From an optimization exercise on the open Yosys and OpenROAD flow, aimed at small area and a short achievable clock period; shortcuts taken in it are not production practice. Where RTL was checked, it was by simulation tests only, not by an equivalence proof against the original. Power figures rest on the tool's default switching activity, not on a simulated workload.

==> module bist, before the edit <==
module bist #(parameter size = 6, length = 8) (
    input  logic clk,
    input  logic rst,
    input  logic start,
    input  logic csin,
    input  logic rwbarin,
    input  logic opr,
    input  logic [size-1:0] address,
    input  logic [length-1:0] datain,
    output logic [length-1:0] dataout,
    output logic fail
);
    logic        test;       
    logic [9:0]  cnt;        
    logic        cout;       
    logic        h;          
    logic [7:0]  rdata_q;    
    logic [63:0][7:0] mem;
    logic [7:0] pat;
    always_comb begin
        case (cnt[9:7])
            3'd0: pat = 8'hAA;
            3'd1: pat = 8'h55;
            3'd2: pat = 8'hF0;
            3'd3: pat = 8'h0F;
            3'd4: pat = 8'h00;
            3'd5: pat = 8'hFF;
            3'd6: pat = 8'h33;
            default: pat = 8'hCC;
        endcase
    end
    logic       cs, rw, wr;
    logic [5:0] a;
    logic [7:0] d;
    assign cs = test | csin;
    assign rw = test ? cnt[6] : rwbarin;
    assign wr = cs & ~rw;
    assign a  = test ? cnt[5:0] : address;
    assign d  = test ? pat : datain;
    logic [7:0] lo, hir, hiw;
    always_comb begin
        for (int i = 0; i < 8; i++) begin
            lo[i]  = (a[2:0] == i[2:0]);
            hir[i] = (a[5:3] == i[2:0]) & rw;
            hiw[i] = (a[5:3] == i[2:0]) & wr;
        end
    end
    genvar g, j, b;
    generate
        for (g = 0; g < 8; g++) begin : g_grp
            for (j = 0; j < 8; j++) begin : g_row
                logic we, wen;
                logic [7:0] nxt;
                cell_nand2 u_wen (.a(hiw[g]), .b(lo[j]), .y(wen));
                cell_inv   u_we  (.a(wen), .y(we));
                for (b = 0; b < 8; b++) begin : g_bit
                    cell_ao22 u_hold (.a1(mem[8*g+j][b]), .a2(wen), .b1(d[b]), .b2(we), .y(nxt[b]));
                end
                always_ff @(posedge clk) mem[8*g+j] <= nxt;
            end
        end
    endgenerate
    logic [7:0][7:0] grp;    
    logic [7:0] rdout;
    generate
        for (b = 0; b < 8; b++) begin : g_rbit
            for (g = 0; g < 8; g++) begin : g_rgrp
                logic t0, t1, t2;
                cell_aoi222 u_t0 (.a1(lo[0]), .a2(mem[8*g+0][b]), .b1(lo[1]), .b2(mem[8*g+1][b]),
                                  .c1(lo[2]), .c2(mem[8*g+2][b]), .y(t0));
                cell_aoi222 u_t1 (.a1(lo[3]), .a2(mem[8*g+3][b]), .b1(lo[4]), .b2(mem[8*g+4][b]),
                                  .c1(lo[5]), .c2(mem[8*g+5][b]), .y(t1));
                cell_aoi22  u_t2 (.a1(lo[6]), .a2(mem[8*g+6][b]), .b1(lo[7]), .b2(mem[8*g+7][b]), .y(t2));
                cell_nand3  u_g  (.a(t0), .b(t1), .c(t2), .y(grp[g][b]));
            end
            logic s0, s1, s2;
            cell_aoi222 u_s0 (.a1(hir[0]), .a2(grp[0][b]), .b1(hir[1]), .b2(grp[1][b]),
                              .c1(hir[2]), .c2(grp[2][b]), .y(s0));
            cell_aoi222 u_s1 (.a1(hir[3]), .a2(grp[3][b]), .b1(hir[4]), .b2(grp[4][b]),
                              .c1(hir[5]), .c2(grp[5][b]), .y(s1));
            cell_aoi222 u_s2 (.a1(hir[6]), .a2(grp[6][b]), .b1(hir[7]), .b2(grp[7][b]),
                              .c1(~rw), .c2(d[b]), .y(s2));
            cell_nand3  u_s  (.a(s0), .b(s1), .c(s2), .y(rdout[b]));
        end
    endgenerate
    always_ff @(posedge clk) begin
        if (cs) rdata_q <= rdout;
    end
    logic [7:0] rq_idle, rq_test;
    assign rq_idle = rdata_q & {8{~test}};
    assign rq_test = rdata_q & {8{test & cnt[6]}};
    generate
        for (b = 0; b < 8; b++) begin : g_out
            cell_a31o u_o (.a1(rq_idle[b]), .a2(csin), .a3(rwbarin), .b1(rq_test[b]), .y(dataout[b]));
        end
    endgenerate
    always_ff @(posedge clk or posedge rst) begin
        if (rst) test <= 1'b0;
        else if (!test) test <= start;
        else if (cout) test <= 1'b0;
    end
    always_ff @(posedge clk) begin
        if (!test) begin
            cnt  <= 10'd0;
            cout <= 1'b0;
        end else begin
            cout <= &cnt;
            if (!(&cnt)) cnt <= cnt + 10'd1;
        end
    end
    logic mism;
    assign mism = cnt[6] ? (pat != rdata_q) : (pat != 8'h00);
    always_ff @(posedge clk or posedge rst) begin
        if (rst) begin
            h    <= 1'b0;
            fail <= 1'b0;
        end else begin
            h    <= cnt[6];
            fail <= test & opr & h & mism;
        end
    end
endmodule
==> module cell_nand3, before the edit <==
module cell_nand3 (input logic a, b, c, output logic y);
    assign y = ~(a & b & c);
endmodule
==> module cell_aoi22, before the edit <==
module cell_aoi22 (input logic a1, a2, b1, b2, output logic y);
    assign y = ~((a1 & a2) | (b1 & b2));
endmodule
==> module cell_aoi222, before the edit <==
module cell_aoi222 (input logic a1, a2, b1, b2, c1, c2, output logic y);
    assign y = ~((a1 & a2) | (b1 & b2) | (c1 & c2));
endmodule
Settings: LEC_CHECK=0, CAP_MARGIN=20, CORE_MARGIN=2, CORE_UTILIZATION=45, CTS_BUF_LIST=sky130_fd_sc_hd__clkbuf_4 sky130_fd_sc_hd__clkbuf_8, SETUP_SLACK_MARGIN=2.5, SLEW_MARGIN=20, SYNTH_HIERARCHICAL=1; clock period 5.0 ns.
run.sh (not shown) runs the stock make flow with config.mk's settings and CLKGATE_MAP_FILE= SYNTH_SCRIPT=/design/flow/synth_recipe.tcl, a recipe that flattens the netlist after the stock synthesis.
Edit:
==> flow/design.v (replaced) <==
module bist #(parameter size = 6, length = 8) (
    input  logic clk,
    input  logic rst,
    input  logic start,
    input  logic csin,
    input  logic rwbarin,
    input  logic opr,
    input  logic [size-1:0] address,
    input  logic [length-1:0] datain,
    output logic [length-1:0] dataout,
    output logic fail
);
    logic        test;       
    logic [9:0]  cnt;        
    logic        cout;       
    logic        h;          
    logic [63:0][7:0] mem;
    logic [7:0] pat;
    always_comb begin
        case (cnt[9:7])
            3'd0: pat = 8'hAA;
            3'd1: pat = 8'h55;
            3'd2: pat = 8'hF0;
            3'd3: pat = 8'h0F;
            3'd4: pat = 8'h00;
            3'd5: pat = 8'hFF;
            3'd6: pat = 8'h33;
            default: pat = 8'hCC;
        endcase
    end
    logic       cs, rw, wr;
    logic [5:0] a;
    logic [7:0] d;
    assign cs = test | csin;
    assign rw = test ? cnt[6] : rwbarin;
    assign wr = cs & ~rw;
    assign a  = test ? cnt[5:0] : address;
    assign d  = test ? pat : datain;
    logic [7:0] lo, hir, hiw;
    always_comb begin
        for (int i = 0; i < 8; i++) begin
            lo[i]  = (a[2:0] == i[2:0]);
            hir[i] = (a[5:3] == i[2:0]) & rw;
            hiw[i] = (a[5:3] == i[2:0]) & wr;
        end
    end
    genvar g, j, b;
    generate
        for (g = 0; g < 8; g++) begin : g_grp
            for (j = 0; j < 8; j++) begin : g_row
                logic we, wen;
                logic [7:0] nxt;
                cell_nand2 u_wen (.a(hiw[g]), .b(lo[j]), .y(wen));
                cell_inv   u_we  (.a(wen), .y(we));
                for (b = 0; b < 8; b++) begin : g_bit
                    cell_ao22 u_hold (.a1(mem[8*g+j][b]), .a2(wen), .b1(d[b]), .b2(we), .y(nxt[b]));
                end
                always_ff @(posedge clk) mem[8*g+j] <= nxt;
            end
        end
    endgenerate
    logic [7:0][7:0] grp;    
    logic [7:0] rsel, rdn_d, rdata_n;
    logic [7:0] wd;
    assign wd = d & {8{~rw}};
    generate
        for (b = 0; b < 8; b++) begin : g_rbit
            for (g = 0; g < 8; g++) begin : g_rgrp
                logic [7:0] col;
                for (j = 0; j < 8; j++) begin : g_col
                    assign col[j] = mem[8*g+j][b];
                end
                cell_ao8 u_g (.s(lo), .q(col), .y(grp[b][g]));
            end
            cell_ao8  u_s (.s(hir), .q(grp[b]), .y(rsel[b]));
            cell_nor2 u_n (.a(rsel[b]), .b(wd[b]), .y(rdn_d[b]));
        end
    endgenerate
    always_ff @(posedge clk) begin
        if (cs) rdata_n <= rdn_d;
    end
    logic [7:0] rq_idle, rq_test;
    assign rq_idle = ~rdata_n & {8{~test}};
    assign rq_test = ~rdata_n & {8{test & cnt[6]}};
    generate
        for (b = 0; b < 8; b++) begin : g_out
            cell_a31o u_o (.a1(rq_idle[b]), .a2(csin), .a3(rwbarin), .b1(rq_test[b]), .y(dataout[b]));
        end
    endgenerate
    always_ff @(posedge clk or posedge rst) begin
        if (rst) test <= 1'b0;
        else if (!test) test <= start;
        else if (cout) test <= 1'b0;
    end
    always_ff @(posedge clk) begin
        if (!test) begin
            cnt  <= 10'd0;
            cout <= 1'b0;
        end else begin
            cout <= &cnt;
            if (!(&cnt)) cnt <= cnt + 10'd1;
        end
    end
    logic mism;
    assign mism = cnt[6] ? (pat != ~rdata_n) : (pat != 8'h00);
    always_ff @(posedge clk or posedge rst) begin
        if (rst) begin
            h    <= 1'b0;
            fail <= 1'b0;
        end else begin
            h    <= cnt[6];
            fail <= test & opr & h & mism;
        end
    end
endmodule
module cell_inv (input logic a, output logic y);
    assign y = ~a;
endmodule
module cell_nand2 (input logic a, b, output logic y);
    assign y = ~(a & b);
endmodule
module cell_nor2 (input logic a, b, output logic y);
    assign y = ~(a | b);
endmodule
module cell_ao22 (input logic a1, a2, b1, b2, output logic y);
    assign y = (a1 & a2) | (b1 & b2);
endmodule
module cell_ao8 (input logic [7:0] s, q, output logic y);
    assign y = |(s & q);
endmodule
module cell_a31o (input logic a1, a2, a3, b1, output logic y);
    assign y = (a1 & a2 & a3) | b1;
endmodule
After rerunning: Via count increases by 3.8%. Worst hold slack is better by 0.089 ns. Fmax increases by 8.1%. Critical path depth stays the same. Final area increases by 8.5%.

---

bist, a different RTL version from the one above (not shown whole).
Size in the first run: about 1800 cells after synthesis, ~560 flip-flops, roughly 29 I/O pins.
==> module bist, before the edit <==
module bist #(parameter size = 6, length = 8) (
    input  logic clk,
    input  logic rst,
    input  logic start,
    input  logic csin,
    input  logic rwbarin,
    input  logic opr,
    input  logic [size-1:0] address,
    input  logic [length-1:0] datain,
    output logic [length-1:0] dataout,
    output logic fail
);
    logic        test;       
    logic [7:0]  rlo, rhi;
    logic [3:0]  cup;
    logic        cout;       
    logic        h;          
    logic [63:0][7:0] mem;
    genvar g, j, b;
    function automatic logic [7:0] pattern(input logic [2:0] p);
        case (p)
            3'd0: pattern = 8'hAA;
            3'd1: pattern = 8'h55;
            3'd2: pattern = 8'hF0;
            3'd3: pattern = 8'h0F;
            3'd4: pattern = 8'h00;
            3'd5: pattern = 8'hFF;
            3'd6: pattern = 8'h33;
            default: pattern = 8'hCC;
        endcase
    endfunction
    logic       n_o;         
    logic       en_n;        
    logic       trd;         
    logic       twr;         
    logic       n_d;         
    logic [7:0] tpat;        
    logic       cs, nrw;
    logic [7:0] d;
    assign cs  = test | csin;
    assign nrw = twr | (n_o & ~rwbarin);
    assign d   = tpat | (datain & {8{n_d}});
    logic [7:0] alo, ahir, ahiw, tlo, thir, thiw;
    logic [7:0] lo, hir, hiw;
    always_comb begin
        for (int i = 0; i < 8; i++) begin
            alo[i]  = (address[2:0] == i[2:0]);
            ahir[i] = (address[5:3] == i[2:0]) & rwbarin;
            ahiw[i] = (address[5:3] == i[2:0]) & csin & ~rwbarin;
            tlo[i]  = rlo[i];
            thir[i] = rhi[i] & cup[0];
            thiw[i] = rhi[i] & ~cup[0];
        end
    end
    logic t_lo, n_lo, t_hr, n_hr, t_hw, n_hw;
    cell_dffr u_t_lo (.clk(clk), .rst(rst), .d(test_nx),  .q(t_lo));
    cell_dffs u_n_lo (.clk(clk), .set(rst), .d(~test_nx), .q(n_lo));
    cell_dffr u_t_hr (.clk(clk), .rst(rst), .d(test_nx),  .q(t_hr));
    cell_dffs u_n_hr (.clk(clk), .set(rst), .d(~test_nx), .q(n_hr));
    cell_dffr u_t_hw (.clk(clk), .rst(rst), .d(test_nx),  .q(t_hw));
    cell_dffs u_n_hw (.clk(clk), .set(rst), .d(~test_nx), .q(n_hw));
    generate
        for (g = 0; g < 8; g++) begin : g_dec
            cell_ao22 u_lo  (.a1(alo[g]),  .a2(n_lo), .b1(tlo[g]),  .b2(t_lo), .y(lo[g]));
            cell_ao22 u_hir (.a1(ahir[g]), .a2(n_hr), .b1(thir[g]), .b2(t_hr), .y(hir[g]));
            cell_ao22 u_hiw (.a1(ahiw[g]), .a2(n_hw), .b1(thiw[g]), .b2(t_hw), .y(hiw[g]));
        end
    endgenerate
    generate
        for (g = 0; g < 8; g++) begin : g_grp
            for (j = 0; j < 8; j++) begin : g_row
                logic we, wen;
                logic [7:0] nxt;
                cell_nand2 u_wen (.a(hiw[g]), .b(lo[j]), .y(wen));
                cell_inv   u_we  (.a(wen), .y(we));
                for (b = 0; b < 8; b++) begin : g_bit
                    cell_ao22 u_hold (.a1(mem[8*g+j][b]), .a2(wen), .b1(d[b]), .b2(we), .y(nxt[b]));
                end
                always_ff @(posedge clk) mem[8*g+j] <= nxt;
            end
        end
    endgenerate
    logic [7:0][7:0] grp;    
    logic [7:0] rsel, rdn_d, rdata_n;
    logic [7:0] wd;
    assign wd = d & {8{nrw}};
    generate
        for (b = 0; b < 8; b++) begin : g_rbit
            for (g = 0; g < 8; g++) begin : g_rgrp
                logic [7:0] col;
                for (j = 0; j < 8; j++) begin : g_col
                    assign col[j] = mem[8*g+j][b];
                end
                cell_ao8 u_g (.s(lo), .q(col), .y(grp[b][g]));
            end
            cell_ao8  u_s (.s(hir), .q(grp[b]), .y(rsel[b]));
            cell_nor2 u_n (.a(rsel[b]), .b(wd[b]), .y(rdn_d[b]));
        end
    endgenerate
    always_ff @(posedge clk) begin
        if (cs) rdata_n <= rdn_d;
    end
    cell_dffs  u_n_o (.clk(clk), .set(rst), .d(~test_nx), .q(n_o));
    cell_dffs  u_n_d (.clk(clk), .set(rst), .d(~test_nx), .q(n_d));
    cell_a31oi u_en  (.a1(n_o), .a2(csin), .a3(rwbarin), .b1(trd), .y(en_n));
    generate
        for (b = 0; b < 8; b++) begin : g_out
            cell_nor2 u_o (.a(rdata_n[b]), .b(en_n), .y(dataout[b]));
        end
    endgenerate
    logic       full;        
    logic       test_nx;
    logic [7:0] rlo_nx, rhi_nx;
    logic [3:0] cup_nx;
    assign full    = rlo[7] & rhi[7] & (&cup);
    assign test_nx = test ? ~cout : start;
    always_comb begin
        if (!test) begin
            rlo_nx = 8'd1;
            rhi_nx = 8'd1;
            cup_nx = 4'd0;
        end else if (full) begin
            rlo_nx = rlo;
            rhi_nx = rhi;
            cup_nx = cup;
        end else begin
            rlo_nx = {rlo[6:0], rlo[7]};
            rhi_nx = rlo[7] ? {rhi[6:0], rhi[7]} : rhi;
            cup_nx = (rlo[7] & rhi[7]) ? cup + 4'd1 : cup;
        end
    end
    always_ff @(posedge clk or posedge rst) begin
        if (rst) begin
            test <= 1'b0;
            trd  <= 1'b0;
            twr  <= 1'b0;
            tpat <= 8'd0;
        end else begin
            test <= test_nx;
            trd  <= test_nx & cup_nx[0];
            twr  <= test_nx & ~cup_nx[0];
            tpat <= test_nx ? pattern(cup_nx[3:1]) : 8'd0;
        end
    end
    always_ff @(posedge clk) begin
        rlo  <= rlo_nx;
        rhi  <= rhi_nx;
        cup  <= cup_nx;
        cout <= test & full;
    end
    logic mism;
    assign mism = cup[0] ? (tpat != ~rdata_n) : (tpat != 8'h00);
    always_ff @(posedge clk or posedge rst) begin
        if (rst) begin
            h    <= 1'b0;
            fail <= 1'b0;
        end else begin
            h    <= cup[0];
            fail <= test & opr & h & mism;
        end
    end
endmodule
Settings: LEC_CHECK=0, CAP_MARGIN=20, CORE_MARGIN=2, CORE_UTILIZATION=60, CTS_BUF_LIST=sky130_fd_sc_hd__clkbuf_16, CTS_CLUSTER_DIAMETER=80, CTS_CLUSTER_SIZE=30, PLACE_DENSITY=0.72, SETUP_SLACK_MARGIN=2.0, SLEW_MARGIN=20, SYNTH_HIERARCHICAL=1; clock period 5.0 ns.
standard.sh (not shown) runs the stock make flow with config.mk's settings and CLKGATE_MAP_FILE= SYNTH_SCRIPT=/design/flow/synth_recipe.tcl, a recipe that flattens the netlist after the stock synthesis.
==> flow/flow/run.sh <==
#!/bin/bash
# Layout flow: the standard ORFS flow (standard.sh), with the port
# buffers made of buf_4 cells instead of the default delay-buffer cells.
set -euo pipefail
bash standard.sh 'BUFFER_PORTS_ARGS=-buffer_cell sky130_fd_sc_hd__buf_4' ${EXTRA_MAKE_ARGS:-} finish > flow_make.log 2>&1
Edit:
--- a/flow/design.v
+++ b/flow/design.v
@@ -38,42 +38,42 @@
     logic       cs, nrw;
     logic [7:0] d;
     assign cs  = test | csin;
     assign nrw = twr | (n_o & ~rwbarin);
     assign d   = tpat | (datain & {8{n_d}});
-    logic [7:0] alo, ahir, ahiw, tlo, thir, thiw;
-    logic [7:0] lo, hir, hiw;
+    logic n_lo, n_hr, n_hw;
+    cell_dffs u_n_lo (.clk(clk), .set(rst), .d(~test_nx), .q(n_lo));
+    cell_dffs u_n_hr (.clk(clk), .set(rst), .d(~test_nx), .q(n_hr));
+    cell_dffs u_n_hw (.clk(clk), .set(rst), .d(~test_nx), .q(n_hw));
+    logic [7:0] alo, ahir, ahiw, thir, thiw;
+    logic [7:0] lo_w, hir, hiw;
+    logic [3:0][7:0] lo_r;
     always_comb begin
         for (int i = 0; i < 8; i++) begin
-            alo[i]  = (address[2:0] == i[2:0]);
-            ahir[i] = (address[5:3] == i[2:0]) & rwbarin;
-            ahiw[i] = (address[5:3] == i[2:0]) & csin & ~rwbarin;
-            tlo[i]  = rlo[i];
+            alo[i]  = (address[2:0] == i[2:0]) & n_lo;
+            ahir[i] = (address[5:3] == i[2:0]) & rwbarin & n_hr;
+            ahiw[i] = (address[5:3] == i[2:0]) & csin & ~rwbarin & n_hw;
             thir[i] = rhi[i] & cup[0];
             thiw[i] = rhi[i] & ~cup[0];
         end
     end
-    logic t_lo, n_lo, t_hr, n_hr, t_hw, n_hw;
-    cell_dffr u_t_lo (.clk(clk), .rst(rst), .d(test_nx),  .q(t_lo));
-    cell_dffs u_n_lo (.clk(clk), .set(rst), .d(~test_nx), .q(n_lo));
-    cell_dffr u_t_hr (.clk(clk), .rst(rst), .d(test_nx),  .q(t_hr));
-    cell_dffs u_n_hr (.clk(clk), .set(rst), .d(~test_nx), .q(n_hr));
-    cell_dffr u_t_hw (.clk(clk), .rst(rst), .d(test_nx),  .q(t_hw));
-    cell_dffs u_n_hw (.clk(clk), .set(rst), .d(~test_nx), .q(n_hw));
     generate
         for (g = 0; g < 8; g++) begin : g_dec
-            cell_ao22 u_lo  (.a1(alo[g]),  .a2(n_lo), .b1(tlo[g]),  .b2(t_lo), .y(lo[g]));
-            cell_ao22 u_hir (.a1(ahir[g]), .a2(n_hr), .b1(thir[g]), .b2(t_hr), .y(hir[g]));
-            cell_ao22 u_hiw (.a1(ahiw[g]), .a2(n_hw), .b1(thiw[g]), .b2(t_hw), .y(hiw[g]));
+            for (j = 0; j < 4; j++) begin : g_lor
+                cell_or2 u_lo_r (.a(alo[g]), .b(rlo[g]), .y(lo_r[j][g]));
+            end
+            cell_or2 u_lo_w (.a(alo[g]),  .b(rlo[g]),  .y(lo_w[g]));
+            cell_or2 u_hir  (.a(ahir[g]), .b(thir[g]), .y(hir[g]));
+            cell_or2 u_hiw  (.a(ahiw[g]), .b(thiw[g]), .y(hiw[g]));
         end
     endgenerate
     generate
         for (g = 0; g < 8; g++) begin : g_grp
             for (j = 0; j < 8; j++) begin : g_row
                 logic we, wen;
                 logic [7:0] nxt;
-                cell_nand2 u_wen (.a(hiw[g]), .b(lo[j]), .y(wen));
+                cell_nand2 u_wen (.a(hiw[g]), .b(lo_w[j]), .y(wen));
                 cell_inv   u_we  (.a(wen), .y(we));
                 for (b = 0; b < 8; b++) begin : g_bit
                     cell_ao22 u_hold (.a1(mem[8*g+j][b]), .a2(wen), .b1(d[b]), .b2(we), .y(nxt[b]));
                 end
                 always_ff @(posedge clk) mem[8*g+j] <= nxt;
@@ -89,11 +89,11 @@
             for (g = 0; g < 8; g++) begin : g_rgrp
                 logic [7:0] col;
                 for (j = 0; j < 8; j++) begin : g_col
                     assign col[j] = mem[8*g+j][b];
                 end
-                cell_ao8 u_g (.s(lo), .q(col), .y(grp[b][g]));
+                cell_ao8 u_g (.s(lo_r[b/2]), .q(col), .y(grp[b][g]));
             end
             cell_ao8  u_s (.s(hir), .q(grp[b]), .y(rsel[b]));
             cell_nor2 u_n (.a(rsel[b]), .b(wd[b]), .y(rdn_d[b]));
         end
     endgenerate
@@ -114,16 +114,16 @@
     logic [3:0] cup_nx;
     assign full    = rlo[7] & rhi[7] & (&cup);
     assign test_nx = test ? ~cout : start;
     always_comb begin
         if (!test) begin
-            rlo_nx = 8'd1;
-            rhi_nx = 8'd1;
+            rlo_nx = {7'd0, test_nx};
+            rhi_nx = {7'd0, test_nx};
             cup_nx = 4'd0;
         end else if (full) begin
-            rlo_nx = rlo;
-            rhi_nx = rhi;
+            rlo_nx = test_nx ? rlo : 8'd0;
+            rhi_nx = test_nx ? rhi : 8'd0;
             cup_nx = cup;
         end else begin
             rlo_nx = {rlo[6:0], rlo[7]};
             rhi_nx = rlo[7] ? {rhi[6:0], rhi[7]} : rhi;
             cup_nx = (rlo[7] & rhi[7]) ? cup + 4'd1 : cup;
@@ -140,13 +140,20 @@
             trd  <= test_nx & cup_nx[0];
             twr  <= test_nx & ~cup_nx[0];
             tpat <= test_nx ? pattern(cup_nx[3:1]) : 8'd0;
         end
     end
+    always_ff @(posedge clk or posedge rst) begin
+        if (rst) begin
+            rlo <= 8'd0;
+            rhi <= 8'd0;
+        end else begin
+            rlo <= rlo_nx;
+            rhi <= rhi_nx;
+        end
+    end
     always_ff @(posedge clk) begin
-        rlo  <= rlo_nx;
-        rhi  <= rhi_nx;
         cup  <= cup_nx;
         cout <= test & full;
     end
     logic mism;
     assign mism = cup[0] ? (tpat != ~rdata_n) : (tpat != 8'h00);
@@ -163,10 +170,13 @@
 module cell_inv (input logic a, output logic y);
     assign y = ~a;
 endmodule
 module cell_nand2 (input logic a, b, output logic y);
     assign y = ~(a & b);
+endmodule
+module cell_or2 (input logic a, b, output logic y);
+    assign y = a | b;
 endmodule
 module cell_nor2 (input logic a, b, output logic y);
     assign y = ~(a | b);
 endmodule
 module cell_ao22 (input logic a1, a2, b1, b2, output logic y);
Global-route usage rose by 6.4 points.
Die area stays flat.
Final area fell by 0.81%.
First-iteration DRC count rose by 6.6%.
Worst setup slack is worse by 0.23 ns.
Maximum frequency fell by 7.3%.
Clock-buffer cell count fell by 1.
Clock skew hardly moves.
Via count rose by 5.6%.
Power fell by 58%.
Area after synthesis barely changes.
Sequential share of layout area rose by 0.43 points.
Synthesized cell count rose by 0.55%.
Clock power fell by about 6%.
No functional check of the RTL was part of the first run of this note.

-- afterwards: timing with drivers on the ports --
The flow's constraints put no driver on any port. The routed layouts listed below were extracted and timed again, unchanged, in two steps.
Step 1 sets driving cells, clkbuf_16 on the clock port and buf_2 on the other inputs (assumed; they add their load-dependent delay and slew).
Step 2, shift: input delay + t, output delay - t, t = (earliest + latest rising clock arrival at the registers) / 2. This alone moves slack from input paths to output paths.
a / b / c = ideal ports / drivers / drivers and shift; a / b = the first two.
| run | t, ns | setup WS [ns] | worst setup path after step 2 | worst slew at a driven data input, ns | cell pins on the clock port's net |
|---|---|---|---|---|---|
| the first run of note 1 | 0.716 | 1.795 / 1.795 / 1.126 | input to register | 0.07 | 1 |
| the second run of note 1 | 0.703 | 2.036 / 2.036 / 1.460 | input to register | 0.05 | 1 |
| the first run of note 2 | 0.641 | 2.067 / 2.087 / 1.447 | input to register | 0.04 | 1 |
| the second run of note 2 | 0.629 | 1.835 / 1.863 / 1.233 | input to register | 0.08 | 1 |
After both steps setup and hold are still met in every run listed. For the first run of note 1, which loses most, drivers alone change the setup slack by 0.000 ns; drivers and shift together by -0.669 ns.
